Source: an optimization exercise on an open RTL-to-GDS flow (aim: small area, a short achievable clock period and few clock cycles per item). Production flows keep margins and buffers that such runs may drop.
In this exercise RTL edits were held to simulation tests only and were not proved equivalent to the original.
Power and IR drop assume default switching activity.

===== design/flow/constraint.sdc =====
create_clock -name core_clock -period 10.0 [get_ports {clk}]
set_input_delay 2.0000 -clock core_clock [delete_from_list [all_inputs] [get_ports {clk}]]
set_output_delay 2.0000 -clock core_clock [all_outputs]
set_load 0.01 [all_outputs]

===== design/flow/run.sh =====
#!/bin/bash
# synth_recipe.tcl (not shown) runs the flow's synth.tcl, then flattens the netlist and writes it again
# the make line also repeats each setting of config.mk as NAME=value (left out here)
make -C /OpenROAD-flow-scripts/flow DESIGN_CONFIG=/design/flow/config.mk WORK_HOME=/design/flow/orfs CLKGATE_MAP_FILE= SYNTH_SCRIPT=/design/flow/synth_recipe.tcl finish

===== design/flow/config.mk =====
export PLATFORM = sky130hd
export DESIGN_NAME = viterbi_decoder
export DESIGN_NICKNAME = viterbi_decoder
export VERILOG_FILES = /design/flow/design.v
export SDC_FILE = /design/flow/constraint.sdc
export NUM_CORES = 4
export LEC_CHECK = 0
export ABC_AREA = 1
export CAP_MARGIN = 20
export CORE_MARGIN = 2
export CORE_UTILIZATION = 60
export SLEW_MARGIN = 20

===== design/flow/design.v =====
module viterbi_16bit (input [15:0] code_in, output [7:0] data_out);
  wire new_n25, new_n26, new_n27, new_n28, new_n29, new_n30, new_n31,
    new_n32, new_n33, new_n34, new_n35, new_n36, new_n37, new_n38, new_n39,
    new_n40, new_n41, new_n42, new_n43, new_n44, new_n45, new_n46, new_n47,
    new_n48, new_n49, new_n50, new_n51, new_n52, new_n53, new_n54, new_n55,
    new_n56, new_n57, new_n58, new_n59, new_n60, new_n61, new_n62, new_n63,
    new_n64, new_n65, new_n66, new_n67, new_n68, new_n69, new_n70, new_n71,
    new_n72, new_n73, new_n74, new_n75, new_n76, new_n77, new_n78, new_n79,
    new_n80, new_n81, new_n82, new_n83, new_n84, new_n85, new_n86, new_n87,
    new_n88, new_n89, new_n90, new_n91, new_n92, new_n93, new_n94, new_n95,
    new_n96, new_n97, new_n98, new_n99, new_n100, new_n101, new_n102,
    new_n103, new_n104, new_n105, new_n106, new_n107, new_n108, new_n109,
    new_n110, new_n111, new_n112, new_n113, new_n114, new_n115, new_n116,
    new_n117, new_n118, new_n119, new_n120, new_n121, new_n122, new_n123,
    new_n124, new_n125, new_n126, new_n127, new_n128, new_n129, new_n130,
    new_n131, new_n132, new_n133, new_n134, new_n135, new_n136, new_n137,
    new_n138, new_n139, new_n140, new_n141, new_n142, new_n143, new_n144,
    new_n145, new_n146, new_n147, new_n148, new_n149, new_n150, new_n151,
    new_n152, new_n153, new_n154, new_n155, new_n156, new_n157, new_n158,
    new_n159, new_n160, new_n161, new_n162, new_n163, new_n164, new_n165,
    new_n166, new_n167, new_n168, new_n169, new_n170, new_n171, new_n172,
    new_n173, new_n175, new_n176, new_n177, new_n178, new_n179, new_n180,
    new_n182, new_n183, new_n184, new_n185, new_n186, new_n187, new_n188,
    new_n189, new_n190, new_n191, new_n192, new_n193, new_n195, new_n196,
    new_n197, new_n198, new_n199, new_n200, new_n201, new_n202, new_n203,
    new_n204, new_n205, new_n206, new_n207, new_n208, new_n209, new_n210,
    new_n211, new_n212, new_n213, new_n214, new_n215, new_n216, new_n217,
    new_n218, new_n219, new_n220, new_n221, new_n223, new_n224, new_n225,
    new_n226, new_n227, new_n228, new_n229, new_n230, new_n231, new_n232,
    new_n233, new_n234, new_n235, new_n236, new_n237, new_n238, new_n239,
    new_n240, new_n242, new_n243, new_n244, new_n245, new_n246, new_n247,
    new_n248, new_n250, new_n251, new_n253, new_n254;
  assign new_n25 = ~code_in[0] & ~code_in[1];
  assign new_n26 = code_in[2] & new_n25;
  assign new_n27 = code_in[0] & code_in[1];
  assign new_n28 = ~code_in[2] & new_n27;
  assign new_n29 = ~new_n26 & ~new_n28;
  assign new_n30 = ~code_in[4] & ~code_in[5];
  assign new_n31 = code_in[4] & code_in[5];
  assign new_n32 = ~new_n30 & ~new_n31;
  assign new_n33 = ~new_n29 & new_n32;
  assign new_n34 = ~code_in[2] & ~code_in[4];
  assign new_n35 = code_in[2] & code_in[4];
  assign new_n36 = ~new_n34 & ~new_n35;
  assign new_n37 = ~code_in[10] & ~code_in[11];
  assign new_n38 = code_in[10] & code_in[11];
  assign new_n39 = ~new_n37 & ~new_n38;
  assign new_n40 = ~new_n25 & ~new_n27;
  assign new_n41 = new_n32 & ~new_n40;
  assign new_n42 = new_n29 & ~new_n41;
  assign new_n43 = ~new_n33 & ~new_n42;
  assign new_n44 = ~new_n40 & ~new_n43;
  assign new_n45 = code_in[3] & ~new_n32;
  assign new_n46 = ~code_in[3] & new_n32;
  assign new_n47 = ~new_n45 & ~new_n46;
  assign new_n48 = ~new_n44 & ~new_n47;
  assign new_n49 = ~code_in[2] & ~code_in[7];
  assign new_n50 = code_in[2] & code_in[7];
  assign new_n51 = ~new_n49 & ~new_n50;
  assign new_n52 = code_in[5] & ~new_n51;
  assign new_n53 = ~code_in[5] & new_n51;
  assign new_n54 = ~new_n52 & ~new_n53;
  assign new_n55 = ~code_in[3] & ~code_in[6];
  assign new_n56 = code_in[3] & code_in[6];
  assign new_n57 = ~new_n55 & ~new_n56;
  assign new_n58 = ~new_n54 & ~new_n57;
  assign new_n59 = new_n54 & new_n57;
  assign new_n60 = ~new_n58 & ~new_n59;
  assign new_n61 = new_n40 & ~new_n60;
  assign new_n62 = new_n48 & ~new_n61;
  assign new_n63 = ~code_in[6] & ~code_in[7];
  assign new_n64 = code_in[6] & code_in[7];
  assign new_n65 = ~new_n63 & ~new_n64;
  assign new_n66 = new_n36 & ~new_n65;
  assign new_n67 = ~new_n36 & new_n65;
  assign new_n68 = ~new_n66 & ~new_n67;
  assign new_n69 = ~new_n60 & new_n68;
  assign new_n70 = code_in[1] & ~new_n51;
  assign new_n71 = ~code_in[1] & new_n51;
  assign new_n72 = ~new_n70 & ~new_n71;
  assign new_n73 = new_n69 & new_n72;
  assign new_n74 = code_in[3] & ~code_in[7];
  assign new_n75 = ~code_in[3] & code_in[7];
  assign new_n76 = ~new_n74 & ~new_n75;
  assign new_n77 = ~new_n69 & new_n76;
  assign new_n78 = ~new_n73 & ~new_n77;
  assign new_n79 = ~code_in[8] & ~code_in[9];
  assign new_n80 = code_in[8] & code_in[9];
  assign new_n81 = ~new_n79 & ~new_n80;
  assign new_n82 = ~new_n78 & ~new_n81;
  assign new_n83 = new_n78 & new_n81;
  assign new_n84 = ~new_n82 & ~new_n83;
  assign new_n85 = new_n44 & new_n47;
  assign new_n86 = new_n84 & new_n85;
  assign new_n87 = ~new_n62 & ~new_n86;
  assign new_n88 = ~code_in[12] & ~code_in[13];
  assign new_n89 = code_in[12] & code_in[13];
  assign new_n90 = ~new_n88 & ~new_n89;
  assign new_n91 = code_in[11] & ~new_n90;
  assign new_n92 = ~code_in[11] & new_n90;
  assign new_n93 = ~new_n91 & ~new_n92;
  assign new_n94 = new_n43 & new_n60;
  assign new_n95 = ~new_n36 & new_n43;
  assign new_n96 = new_n36 & ~new_n43;
  assign new_n97 = ~new_n95 & ~new_n96;
  assign new_n98 = ~new_n62 & new_n97;
  assign new_n99 = new_n57 & new_n62;
  assign new_n100 = ~new_n98 & ~new_n99;
  assign new_n101 = code_in[9] & ~new_n62;
  assign new_n102 = ~code_in[8] & new_n62;
  assign new_n103 = ~new_n101 & ~new_n102;
  assign new_n104 = new_n100 & ~new_n103;
  assign new_n105 = ~new_n100 & new_n103;
  assign new_n106 = ~new_n104 & ~new_n105;
  assign new_n107 = ~new_n39 & ~new_n106;
  assign new_n108 = new_n39 & new_n106;
  assign new_n109 = ~new_n107 & ~new_n108;
  assign new_n110 = ~new_n43 & ~new_n68;
  assign new_n111 = ~new_n94 & ~new_n110;
  assign new_n112 = ~new_n48 & new_n111;
  assign new_n113 = ~new_n62 & ~new_n112;
  assign new_n114 = ~new_n84 & ~new_n113;
  assign new_n115 = ~new_n68 & ~new_n84;
  assign new_n116 = ~new_n85 & new_n115;
  assign new_n117 = ~new_n43 & new_n113;
  assign new_n118 = ~new_n116 & new_n117;
  assign new_n119 = ~new_n114 & ~new_n118;
  assign new_n120 = ~new_n109 & ~new_n119;
  assign new_n121 = ~new_n94 & ~new_n120;
  assign new_n122 = ~new_n78 & new_n121;
  assign new_n123 = ~new_n81 & ~new_n121;
  assign new_n124 = ~new_n122 & ~new_n123;
  assign new_n125 = new_n93 & ~new_n124;
  assign new_n126 = ~new_n93 & new_n124;
  assign new_n127 = ~new_n125 & ~new_n126;
  assign new_n128 = ~new_n87 & new_n127;
  assign new_n129 = new_n109 & ~new_n112;
  assign new_n130 = ~new_n119 & new_n129;
  assign new_n131 = ~new_n128 & new_n130;
  assign new_n132 = ~new_n60 & new_n109;
  assign new_n133 = new_n60 & new_n68;
  assign new_n134 = ~new_n115 & ~new_n133;
  assign new_n135 = ~new_n132 & new_n134;
  assign new_n136 = new_n119 & ~new_n135;
  assign new_n137 = ~code_in[14] & ~code_in[15];
  assign new_n138 = code_in[14] & code_in[15];
  assign new_n139 = ~new_n137 & ~new_n138;
  assign new_n140 = new_n39 & new_n119;
  assign new_n141 = new_n106 & ~new_n119;
  assign new_n142 = ~new_n140 & ~new_n141;
  assign new_n143 = code_in[13] & new_n142;
  assign new_n144 = ~code_in[13] & ~new_n142;
  assign new_n145 = ~new_n143 & ~new_n144;
  assign new_n146 = ~new_n139 & ~new_n145;
  assign new_n147 = new_n139 & new_n145;
  assign new_n148 = ~new_n146 & ~new_n147;
  assign new_n149 = new_n85 & new_n109;
  assign new_n150 = new_n148 & new_n149;
  assign new_n151 = new_n136 & ~new_n150;
  assign new_n152 = ~new_n131 & ~new_n151;
  assign new_n153 = new_n113 & new_n148;
  assign new_n154 = new_n152 & ~new_n153;
  assign new_n155 = code_in[15] & ~new_n90;
  assign new_n156 = ~code_in[15] & new_n90;
  assign new_n157 = ~new_n155 & ~new_n156;
  assign new_n158 = ~new_n154 & new_n157;
  assign new_n159 = ~new_n120 & ~new_n136;
  assign new_n160 = new_n127 & ~new_n159;
  assign new_n161 = ~new_n158 & new_n160;
  assign new_n162 = ~new_n131 & new_n145;
  assign new_n163 = ~new_n120 & ~new_n162;
  assign new_n164 = ~new_n148 & ~new_n163;
  assign new_n165 = ~new_n157 & ~new_n164;
  assign new_n166 = new_n127 & new_n133;
  assign new_n167 = ~new_n165 & ~new_n166;
  assign new_n168 = new_n146 & new_n152;
  assign new_n169 = ~new_n167 & new_n168;
  assign new_n170 = ~new_n161 & ~new_n169;
  assign new_n171 = new_n120 & ~new_n127;
  assign new_n172 = ~new_n139 & ~new_n171;
  assign new_n173 = ~new_n160 & new_n162;
  assign data_out[6] = ~new_n172 & ~new_n173;
  assign new_n175 = ~code_in[13] & ~data_out[6];
  assign new_n176 = code_in[13] & data_out[6];
  assign new_n177 = ~new_n175 & ~new_n176;
  assign new_n178 = new_n170 & new_n177;
  assign new_n179 = ~new_n130 & ~new_n142;
  assign new_n180 = ~new_n170 & new_n179;
  assign data_out[4] = new_n178 | new_n180;
  assign new_n182 = ~new_n39 & data_out[4];
  assign new_n183 = new_n39 & ~data_out[4];
  assign new_n184 = ~new_n182 & ~new_n183;
  assign new_n185 = new_n111 & ~new_n132;
  assign new_n186 = ~new_n81 & ~new_n185;
  assign new_n187 = ~new_n78 & ~new_n113;
  assign new_n188 = ~new_n186 & ~new_n187;
  assign new_n189 = ~new_n184 & new_n188;
  assign new_n190 = ~new_n93 & ~new_n170;
  assign new_n191 = new_n93 & new_n170;
  assign new_n192 = ~new_n190 & ~new_n191;
  assign new_n193 = new_n184 & new_n192;
  assign data_out[3] = new_n189 | new_n193;
  assign new_n195 = new_n65 & new_n85;
  assign new_n196 = new_n54 & new_n195;
  assign new_n197 = new_n81 & ~new_n196;
  assign new_n198 = ~new_n44 & ~new_n65;
  assign new_n199 = new_n54 & ~new_n198;
  assign new_n200 = ~new_n58 & ~new_n199;
  assign new_n201 = new_n100 & ~new_n200;
  assign new_n202 = ~new_n197 & new_n201;
  assign new_n203 = ~code_in[9] & data_out[4];
  assign new_n204 = code_in[9] & ~data_out[4];
  assign new_n205 = ~new_n203 & ~new_n204;
  assign new_n206 = new_n197 & ~new_n205;
  assign new_n207 = ~new_n202 & ~new_n206;
  assign new_n208 = data_out[3] & new_n207;
  assign new_n209 = new_n98 & new_n114;
  assign new_n210 = ~new_n54 & ~new_n62;
  assign new_n211 = ~new_n57 & ~new_n210;
  assign new_n212 = ~new_n54 & new_n195;
  assign new_n213 = ~new_n81 & ~new_n212;
  assign new_n214 = ~new_n54 & new_n198;
  assign new_n215 = ~new_n98 & ~new_n214;
  assign new_n216 = ~new_n213 & new_n215;
  assign new_n217 = ~new_n211 & new_n216;
  assign new_n218 = ~new_n205 & new_n213;
  assign new_n219 = ~new_n217 & ~new_n218;
  assign new_n220 = ~data_out[3] & new_n219;
  assign new_n221 = ~new_n209 & ~new_n220;
  assign data_out[2] = ~new_n208 & new_n221;
  assign new_n223 = ~new_n36 & ~data_out[2];
  assign new_n224 = new_n36 & data_out[2];
  assign new_n225 = ~new_n223 & ~new_n224;
  assign new_n226 = ~code_in[7] & data_out[3];
  assign new_n227 = code_in[7] & ~data_out[3];
  assign new_n228 = ~new_n226 & ~new_n227;
  assign new_n229 = new_n68 & ~new_n228;
  assign new_n230 = ~new_n225 & ~new_n229;
  assign new_n231 = ~new_n68 & new_n228;
  assign new_n232 = ~code_in[3] & new_n68;
  assign new_n233 = ~new_n231 & ~new_n232;
  assign new_n234 = ~new_n230 & new_n233;
  assign new_n235 = new_n228 & new_n232;
  assign new_n236 = ~new_n32 & ~new_n60;
  assign new_n237 = new_n29 & ~new_n61;
  assign new_n238 = ~new_n236 & ~new_n237;
  assign new_n239 = ~new_n235 & new_n238;
  assign new_n240 = ~new_n225 & new_n239;
  assign data_out[1] = new_n234 | new_n240;
  assign new_n242 = ~new_n225 & ~data_out[1];
  assign new_n243 = new_n32 & new_n225;
  assign new_n244 = ~new_n44 & ~new_n243;
  assign new_n245 = ~new_n242 & new_n244;
  assign new_n246 = ~new_n33 & ~new_n245;
  assign new_n247 = code_in[2] & ~new_n246;
  assign new_n248 = ~code_in[2] & new_n246;
  assign data_out[0] = ~new_n247 & ~new_n248;
  assign new_n250 = ~new_n90 & ~new_n170;
  assign new_n251 = new_n90 & new_n170;
  assign data_out[5] = new_n250 | new_n251;
  assign new_n253 = new_n157 & ~new_n170;
  assign new_n254 = new_n165 & new_n170;
  assign data_out[7] = new_n253 | new_n254;
endmodule
module viterbi_decoder(
    input clk, reset, start,
    input [383:0] code_in,
    output reg [191:0] data_out,
    output reg done
);
    wire [191:0] dec;
    genvar i;
    generate
        for (i = 0; i < 24; i = i + 1) begin : decoder
            viterbi_16bit decoder (
                .code_in(code_in[16*i +: 16]),
                .data_out(dec[8*i +: 8])
            );
        end
    endgenerate
    always @(posedge clk or negedge reset)
        if (!reset) done <= 1'b0;
        else        done <= start;
    always @(posedge clk)
        data_out <= dec;
endmodule

==> metrics.cfg, run 1 <==
[grt]
track_usage = 0.355
grt_pass1_wl_um = 167000
grt_pass1_vias = 35400
antenna_found_initial = 30
grt-ovfl-total = 0
grt_max_degree = 17

[synthesis]
ys_warn_count = 1
netlist_area_mm2 = 0.0327
yosysSeqAreaShare = 0.118
synth-main-ff-cell = dfxtp_1
ys_ff_latch = 193
synth_edf_count = 0
synth_cell_type_count = 41
syn_nets = 6450
synthArstFlopShare = 0.00518
avgSynthCellArea_um2 = 5.45
syn_inst = 5991

[power]
p_per_area_mw_per_mm2 = 213
p_comb_frac = 0.752
p_leak_nw = 22.0
internal_power_mw = 4.00
switching_share = 0.525
pwr-share-clk = 0.088
vdd_ir_drop_max_mv = 0.162
p_sw_mw = 4.42
pwr-share-seq = 0.160

[placement]
place_area_mm2 = 0.0389
gp_congestion = 1.03
numPortBuffers = 579
dp_hpwl_um = 87200

[timing]
post-route-period-util = 0.665
slew_viol_final = 0
rsz0062_at_grt = false
finalSetupViolCount = 0
hold_viol = 0
fmax_ghz = 0.150
tns_ns = 0
tightest_slew_ns = 0.725
relSlewSlack = 0.515
layout_min_cycle_time_ns = 6.65

[final_layout]
layout-drive-gt1-share = 0.0860
final_common_cell = nand2_1
final_cell_mix = nand2_1 (2064), nand3_1 (1049), inv_1 (916)
area_delta_synth_final_pct = 21.1
final_nets = 6980
stdcell_area_mm2 = 0.0395

[detailed_routing]
drt_iter0_markers = 2874
antenna_left = 0
drc_errors = 0
wl_per_cell_um = 14.2
viasPerCell = 5.41
vias = 39200
routed_wl_um = 103000
drt_pass1_iterations = 7

[die]
die_w_um = 237
die_area_mm2 = 0.0563
initial_core_util = 0.607
die_h_um = 237
rows = 85
core_area_mm2 = 0.0538
io_pins = 580

[clock_tree]
cts_tree = done
cts_hold_buf = 0
cts.sinks = 193
numCtsBuffers = 17
cts_buffer_depth = 2
root_buffer = clkbuf_16
htreeDepth = 4
clkTransAtPathRegs_ns = 0.07
cts_resized = 0
postCtsSetupBuffers = 0

[critical_path]
crit_path_frequent_cell = nand2_1
worstPathArrival_ns = 7.06
crit_path_max_fanout = 6
critPathLaunchType = input pin
cpMaxStageDelayCell = clkdlybuf4s50_1
crit_type = in2reg
endpoint_kind = flop
crit_buf_inv = 5
cp.required_ns = 10.41
cp_top_family = simple AND/OR/NAND/NOR gates
slowest_delay_ns = 0.55

[min_path]
min_path_type = in2async

[outcome]
status = complete, no violations

[job]
drv_cap = 0

[registers in the layout, indices dropped and copies added (netlist names)]
signal	cells
data_out	192
done	1
[per-stage QoR]
| step | setup slack, ns | utilization | hold WS, ns | std cells | power, mW |
|---|---|---|---|---|---|
| after floorplan | 4.13 | - | 1.70 | 5991 | 5.62 |
| after global placement | 3.02 | 0.723 | 2.15 | 7198 | 7.48 |
| after detailed placement | 2.90 | 0.723 | 2.15 | 7198 | 7.58 |
| after CTS | 3.39 | 0.734 | 1.60 | 7230 | 8.36 |
| after global routing | 2.84 | 0.735 | 1.62 | 7244 | 9.23 |
| final | 3.35 | 0.735 | 1.62 | 7251 | 8.43 |
[cells in the mapped netlist, drive strengths merged (3+ instances only)]
| master | instances | area share |
|---|---|---|
| a31oi | 3 | 0.00057 |
| nand2 | 2415 | 0.31 |
| nor2 | 192 | 0.022 |
| o21ai | 265 | 0.042 |
| inv | 997 | 0.11 |
| nand4 | 39 | 0.0075 |
| clkbuf | 11 | 0.0017 |
| nor3 | 24 | 0.0037 |
| a22oi | 41 | 0.0094 |
| ha | 72 | 0.028 |
| dfxtp | 192 | 0.12 |
| o211ai | 34 | 0.010 |
| buf | 57 | 0.011 |
| nand3b | 106 | 0.024 |
| o2111ai | 17 | 0.0046 |
| clkinv | 4 | 0.00046 |
| xor2 | 249 | 0.068 |
| nand3 | 1086 | 0.17 |
| o21bai | 3 | 0.0013 |
| a21oi | 37 | 0.013 |
| xnor2 | 141 | 0.038 |
[cells by family after synthesis]
family	synth area share
AND/OR/NAND/NOR	0.539
buffers and inverters	0.128
AO/OA/AOI/OAI	0.0808
XOR/XNOR	0.106
flip-flops	0.118
adder cells (fa/ha/maj)	0.0276
[worst max path at each step]
stage | from | depth (start not counted) | end | slack (ns)
6_report | code_in[97] | 36 | data_out[48] | 3.35
3_5_place_dp | code_in[97] | 36 | data_out[48] | 2.90
2_1_floorplan | code_in[240] | 34 | data_out[120] | 4.13
4_1_cts | code_in[97] | 36 | data_out[48] | 3.39
5_1_grt | code_in[353] | 37 | data_out[176] | 2.84
3_3_place_gp | code_in[353] | 37 | data_out[176] | 3.02
[metal layers]
metal	global-route usage	wire length [µm]	up-vias
li1	-	-	20100
met1	0.417	41600	17400
met2	0.606	47500	1404
met3	0.0820	8740	286
met4	0.175	4970	24
met5	0	146	-
[final cells by class]
class	instances	area (µm²)
multi-input cells	4729	24600
clock inverters	10	109
inverters	1001	3760
flip-flops and latches	193	3870
fillers	4927	14300
well taps	696	871
clock buffers	22	474
repair buffers	579	5800
diodes	21	52.6
[power groups by stage]
stage | combinational [mW] | clock, mW | sequential (mW)
after floorplan | 4.10 | 0 | 1.52
after global placement | 6.12 | 0 | 1.36
after detailed placement | 6.22 | 0 | 1.36
after CTS | 6.26 | 0.759 | 1.34
after global routing | 7.08 | 0.784 | 1.37
final | 6.33 | 0.745 | 1.35
Testbench counts, summed over its fixed seeds: cycles 384, items 384.
==> run 2: changes to the inputs <==
--- a/design/flow/config.mk
+++ b/design/flow/config.mk
@@ -7,3 +7,2 @@
 export LEC_CHECK = 0
-export ABC_AREA = 1
 export CAP_MARGIN = 20
==> metrics.cfg, run 2 <==
[detailed_routing]
wl_per_cell_um = 18.6
drt_iter0_markers = 5257
drc_errors = 0
routed_wl_um = 148000
viasPerCell = 6.65
vias = 52700
drt_pass1_iterations = 8
antenna_left = 0

[critical_path]
critPathLaunchType = input pin
cp.required_ns = 10.43
crit_type = in2reg
slowest_delay_ns = 0.70
cpMaxStageDelayCell = clkdlybuf4s50_1
cp.depth = 22
crit_path_max_fanout = 9
worstPathArrival_ns = 9.21
endpoint_kind = flop
cp_cell_sequence = clkdlybuf4s50_1 > xor2_1 > mux2_2 > a22o_1 > a22o_1 > o31ai_1 > a21oi_1 > nor2_1 > mux2_2 > xnor2_1 > ha_1 > a32o_1 > o311ai_0 > o221ai_1 > a32oi_1 > nor3_1 > a31oi_1 > o211a_2 > mux2i_1 > xor2_1 > or4_1 > o2111ai_1
crit_buf_inv = 1
cp_top_family = compound AO/OA/AOI/OAI gates

[timing]
rsz0062_at_grt = false
post-route-period-util = 0.877
relSlewSlack = 0.284
finalSetupViolCount = 0
slew_viol_final = 0
hold_slack_ns = 1.61
tightest_slew_ns = 1.06
fmax_ghz = 0.114
tns_ns = 0
hold_viol = 0
layout_min_cycle_time_ns = 8.77
setup_slack_ns = 1.23

[final_layout]
area_delta_synth_final_pct = 15.6
final_common_cell = nand2_1
final_cell_mix = nand2_1 (600), clkdlybuf4s50_1 (579), nor2_1 (568)
fin_util = 0.703
layout-drive-gt1-share = 0.0542
final_nets = 7367
nFillCells = 6492
reg.largest.list = data_out: 192 flops, done: 1 flops
largest_reg_flops = 192
final_cells = 7921
stdcell_area_mm2 = 0.0524
regMostFlops = data_out

[synthesis]
synth_top_family_by_area = compound AO/OA/AOI/OAI gates
yosys.area_share.adder = 0.0199
netlist_area_mm2 = 0.0453
synth-main-ff-cell = dfxtp_1
synth_top_area_cell = xnor2_1
synthArstFlopShare = 0.00518
avgSynthCellArea_um2 = 6.94
synth_top_area_share = 0.0962
synth-xor-area-share = 0.163
yosys-top-cells-count = nand2_1 (600), nor2_1 (568), xnor2_1 (498)
synth_compound_area_frac = 0.335
ys_warn_count = 1
synth_edf_count = 0
yosysSeqAreaShare = 0.0853
syn_inst = 6533
synth_area_leaders = xnor2_1 (9.6%), dfxtp_1 (8.5%), nand2_1 (5.0%), nor2_1 (4.7%), mux2i_1 (4.5%)
muxShareOfSynthArea = 0.0689
syn_nets = 6992
synth_cell_type_count = 118
ys_ff_latch = 193
synthSimpleGateAreaFrac = 0.281
yosysMostFrequentCell = nand2_1

[placement]
place_area_mm2 = 0.0518
dp_hpwl_um = 116000
gp_congestion = 1.00
numPortBuffers = 579
dp.cells = 7857
pre_cts_slack_ns = 0.812

[clock_tree]
clkTransAtPathRegs_ns = 0.08
cts_tree = done
cts.sinks = 193
root_buffer = clkbuf_16
numCtsBuffers = 17
postCtsSetupBuffers = 0
htreeDepth = 4
cts_hold_buf = 0
cts_resized = 0
cts_buffer_depth = 2

[die]
die_area_mm2 = 0.0778
rows = 100
initial_core_util = 0.608
die_h_um = 279
core_area_mm2 = 0.0746
io_pins = 580
die_w_um = 279

[grt]
grt-ovfl-total = 0
grt_pass1_wl_um = 238000
track_usage = 0.359
grt_pass1_vias = 47500
antenna_found_initial = 36
grt_max_degree = 26

[power]
p_leak_nw = 20.3
p_total_mw = 10.5
vdd_ir_drop_max_mv = 0.123
p_per_area_mw_per_mm2 = 201

[min_path]
min_path_type = in2async

[job]
drv_cap = 0

[outcome]
status = complete, no violations

==> run 2: logic make-up after synthesis <==
family	Yosys count
AND/OR/NAND/NOR	2527
adder cells (fa/ha/maj)	72
AO/OA/AOI/OAI	2140
buffers and inverters	544
XOR/XNOR	763
flip-flops	193
multiplexers	294
==> run 2: cell type report <==
| cell class | count | area, µm² | share of cell area |
|---|---|---|---|
| multi-input combinational | 5796 | 39300 | 0.750 |
| timing repair buffer | 676 | 6520 | 0.124 |
| sequential | 193 | 3870 | 0.0738 |
| tap | 969 | 1210 | 0.0231 |
| inverter | 224 | 841 | 0.0160 |
| clock buffer | 21 | 460 | 0.00878 |
| clock inverter | 10 | 124 | 0.00236 |
| antenna | 32 | 80.1 | 0.00153 |
==> run 2: worst max path at each step <==
stage | slack, ns | to | startpoint
after floorplan | 2.19 | data_out[144] | code_in[290]
after global placement | 0.90 | data_out[32] | code_in[71]
after detailed placement | 0.81 | data_out[32] | code_in[71]
after CTS | 1.32 | data_out[32] | code_in[71]
after global routing | 0.71 | data_out[8] | code_in[21]
final | 1.23 | data_out[32] | code_in[71]
==> run 2: routing by layer <==
metal / track usage / share of wire / vias to the layer above
met5: 0 / 0.00085 / -
met4: 0.177 / 0.046 / 20
met1: 0.454 / 0.42 / 24400
met2: 0.578 / 0.45 / 2345
li1: - / - / 25500
met3: 0.0762 / 0.085 / 404
==> run 2: power breakdown <==
group          switching [mW]  internal, mW  leakage [nW]  total, mW
combinational            4.80          3.58          18.4       8.38
sequential              0.164          1.20          1.63       1.36
clock                   0.395         0.384         0.281      0.779
==> run 3: changes to the inputs <==
==> design/flow/flow/run.sh (new file) <==
#!/bin/bash
# The standard layout (the standard.sh, unchanged synthesis), with the port
# buffers that buffer_ports inserts on every input and output made the
# minimum-size buffer instead of the delay buffer it picks by default.
set -uo pipefail
export BUFFER_PORTS_ARGS="-buffer_cell sky130_fd_sc_hd__buf_1"
bash standard.sh finish > standard_flow.log 2>&1
rc=$?
tail -n 40 standard_flow.log
exit $rc
==> design/flow/standard.sh (new file) <==
#!/bin/bash
# synth_recipe.tcl (not shown) runs the flow's synth.tcl, then flattens the netlist and writes it again
# the make line also repeats each setting of config.mk as NAME=value (left out here)
make -C /OpenROAD-flow-scripts/flow DESIGN_CONFIG=/design/flow/config.mk WORK_HOME=/design/flow/orfs CLKGATE_MAP_FILE= SYNTH_SCRIPT=/design/flow/synth_recipe.tcl "${@:-finish}"
--- a/design/flow/config.mk
+++ b/design/flow/config.mk
@@ -7,2 +7,3 @@
 export LEC_CHECK = 0
+export ABC_AREA = 1
 export CAP_MARGIN = 20
removed: design/flow/run.sh
==> metrics.cfg, run 3 <==
[outcome]
status = complete, no violations

[clock_tree]
postCtsSetupBuffers = 0
cts_tree = done
htreeDepth = 4
cts.sinks = 193
cts_resized = 0
root_buffer = clkbuf_16
cts_hold_buf = 0
clkTransAtPathRegs_ns = 0.07
numCtsBuffers = 17
cts_buffer_depth = 2

[die]
die_w_um = 237
initial_core_util = 0.607
rows = 85
io_pins = 580
core_area_mm2 = 0.0538
die_area_mm2 = 0.0563
die_h_um = 237

[synthesis]
synthArstFlopShare = 0.00518
synth-main-ff-cell = dfxtp_1
syn_inst = 5991
synth_area_leaders = nand2_1 (24%), nand3_1 (16%), dfxtp_1 (12%), inv_1 (11%), xor2_1 (6.6%)
synth_edf_count = 0
avgSynthCellArea_um2 = 5.45
yosys-top-cells-count = nand2_1 (2064), nand3_1 (1049), inv_1 (916)
yosysMostFrequentCell = nand2_1
netlist_area_mm2 = 0.0327
synth_top_area_cell = nand2_1
yosysSeqAreaShare = 0.118
ys_warn_count = 1
syn_nets = 6450
synth_cell_type_count = 41
synth_top_area_share = 0.237
ys_ff_latch = 193

[final_layout]
largest_reg_flops = 192
area_delta_synth_final_pct = 9.95
final_cell_mix = nand2_1 (2064), nand3_1 (1049), inv_1 (916)
reg.largest.list = data_out: 192 flops, done: 1 flops
final_cells = 7251
layout-drive-gt1-share = 0.0860
final_common_cell = nand2_1
seq_area_mm2 = 0.00387
regMostFlops = data_out
nFillCells = 5558
final_nets = 6980
multi_input_area_mm2 = 0.0246

[timing]
post-route-period-util = 0.628
slew_viol_final = 0
setup_slack_ns = 3.72
fmax_ghz = 0.159
finalSetupViolCount = 0
tightest_slew_ns = 0.564
rsz0062_at_grt = false
hold_slack_ns = 1.23
layout_min_cycle_time_ns = 6.28
hold_viol = 0
tns_ns = 0
relSlewSlack = 0.621

[detailed_routing]
dr_wl_met2_um = 44900
drc_errors = 0
viasPerCell = 5.31
wl_met1_um = 41800
top_layer_used = met5
vias = 38500
drt_iter0_markers = 2311
routed_wl_um = 99600
wl_per_cell_um = 13.7
wl_met3_um = 7880
antenna_left = 0
drt_pass1_iterations = 8

[power]
p_comb_frac = 0.733
pwr-share-clk = 0.094
p_total_mw = 7.79
p_per_area_mw_per_mm2 = 217
internal_power_mw = 3.41
p_sw_mw = 4.38
switching_share = 0.562
vdd_ir_drop_max_mv = 0.184
pwr-share-seq = 0.172
p_leak_nw = 20.4

[grt]
grt-ovfl-total = 0
antenna_found_initial = 36
track_usage = 0.342
grt_pass1_wl_um = 161000
grt_pass1_vias = 34300
grt_max_degree = 17

[critical_path]
cpMaxStageDelayCell = ha_1
worstPathArrival_ns = 6.69
critPathLaunchType = input pin
crit_path_frequent_cell = nand2_1
slowest_delay_ns = 0.31
crit_path_max_fanout = 6
endpoint_kind = flop
cp.required_ns = 10.42
crit_type = in2reg

[job]
drv_cap = 0

[placement]
numPortBuffers = 579
dp_hpwl_um = 85000
dp.cells = 7198
pre_cts_slack_ns = 3.29
gp_congestion = 1.04

[min_path]
min_path_type = in2async

-- run 3: cell types whose count changed after synthesis, sizes merged, moves of 327 or more --
| cell | delta |
|---|---|
| nand2 | +1815 |
| xnor2 | -362 |
| nand3 | +840 |
| nor2 | -377 |
| a21oi | -327 |
| inv | +777 |
-- run 3: final timing paths --
kind / from / end / slack (ns) / depth (start not counted)
worst max-delay path: code_in[97] / data_out[48] / 3.72 / 36
worst min-delay path: reset / done / 1.23 / 1
max in group asynchronous: reset / done / 8.67 / 1
min in group core_clock: start / done / 1.59 / 1
-- run 3: kinds of logic (layout without fill, tap and decap cells) --
kind of cell             after synthesis  after routing  synth area share
XOR/XNOR                             390            390             0.106
buffers and inverters               1069           1611             0.128
adder cells (fa/ha/maj)               72             72            0.0276
AND/OR/NAND/NOR                     3865           3865             0.539
other                                  0             22                 0
AO/OA/AOI/OAI                        402            402            0.0808
flip-flops                           193            193             0.118
-- run 3: cell type report --
class | count | share of cell area
inverter | 1001 | 0.105
clock buffer | 23 | 0.0139
multi-input combinational | 4729 | 0.685
sequential | 193 | 0.108
clock inverter | 8 | 0.00212
timing repair buffer | 579 | 0.0605
antenna | 22 | 0.00153
tap | 696 | 0.0242
-- run 3: critical path, delay by kind of cell --
| family | cells | cell delay, ns |
|---|---|---|
| compound gates | 5 | 0.94 |
| xor+xnor | 1 | 0.27 |
| buf+inv | 5 | 0.48 |
| fa+ha+maj | 2 | 0.58 |
| simple gates | 23 | 2.41 |
-- run 3: power by group through the flow --
stage	registers, mW	logic [mW]	clock network, mW
after floorplan	1.52	4.10	0
final	1.34	5.71	0.736
after detailed placement	1.35	5.63	0
after global placement	1.35	5.55	0
after global routing	1.37	6.47	0.776
after CTS	1.34	5.65	0.755
-- run 3: layer usage --
layer / up-vias / track usage
met3: 257 / 0.0827
met1: 17000 / 0.409
met2: 1224 / 0.572
met4: 34 / 0.170
met5: - / 0
li1: 20000 / -
-- run 3: stage by stage --
stage | instance area (µm²) | utilization
floorplan | 32700 | -
detailed placement | 35300 | 0.656
global route | 35900 | 0.667
finish | 35900 | 0.667
global placement | 35300 | 0.656
CTS | 35900 | 0.666

==> separate check: timing with driven ports <==
Ports are ideal in the flow. The routed layouts listed here were re-timed in OpenROAD. Step 1 (the two cells are an assumption about what drives the block):
set clk [get_ports {clk}]
set_driving_cell -lib_cell sky130_fd_sc_hd__clkbuf_16 $clk
set_driving_cell -lib_cell sky130_fd_sc_hd__buf_2 [delete_from_list [all_inputs] $clk]
Step 2 moves the port delays by t, midway between the first and last clock arrival at a register: inputs arrive t later, outputs are due t later. That takes back most of the time a late clock gives input paths. Three values: no drivers, after step 1, after step 2; two values: the first two.
| run | t, ns | setup WS [ns] | hold slack, ns | worst setup path after step 2 | slew at the worst register clock pin (ns) |
|---|---|---|---|---|---|
| run 1 | 0.582 | 3.345 / 3.379 / 2.797 | 1.624 / 1.588 / 2.170 | input to register | 0.08 / 0.08 |
| run 2 | 0.593 | 1.229 / 1.208 / 0.615 | 1.612 / 1.601 / 2.194 | input to register | 0.09 / 0.09 |
| run 3 | 0.587 | 3.722 / 3.738 / 3.150 | 1.231 / 1.196 / 1.783 | input to register | 0.08 / 0.08 |
After both steps setup and hold are still met in every run listed. For run 2, which loses most, drivers alone change the setup slack by -0.021 ns; drivers and shift together by -0.614 ns.
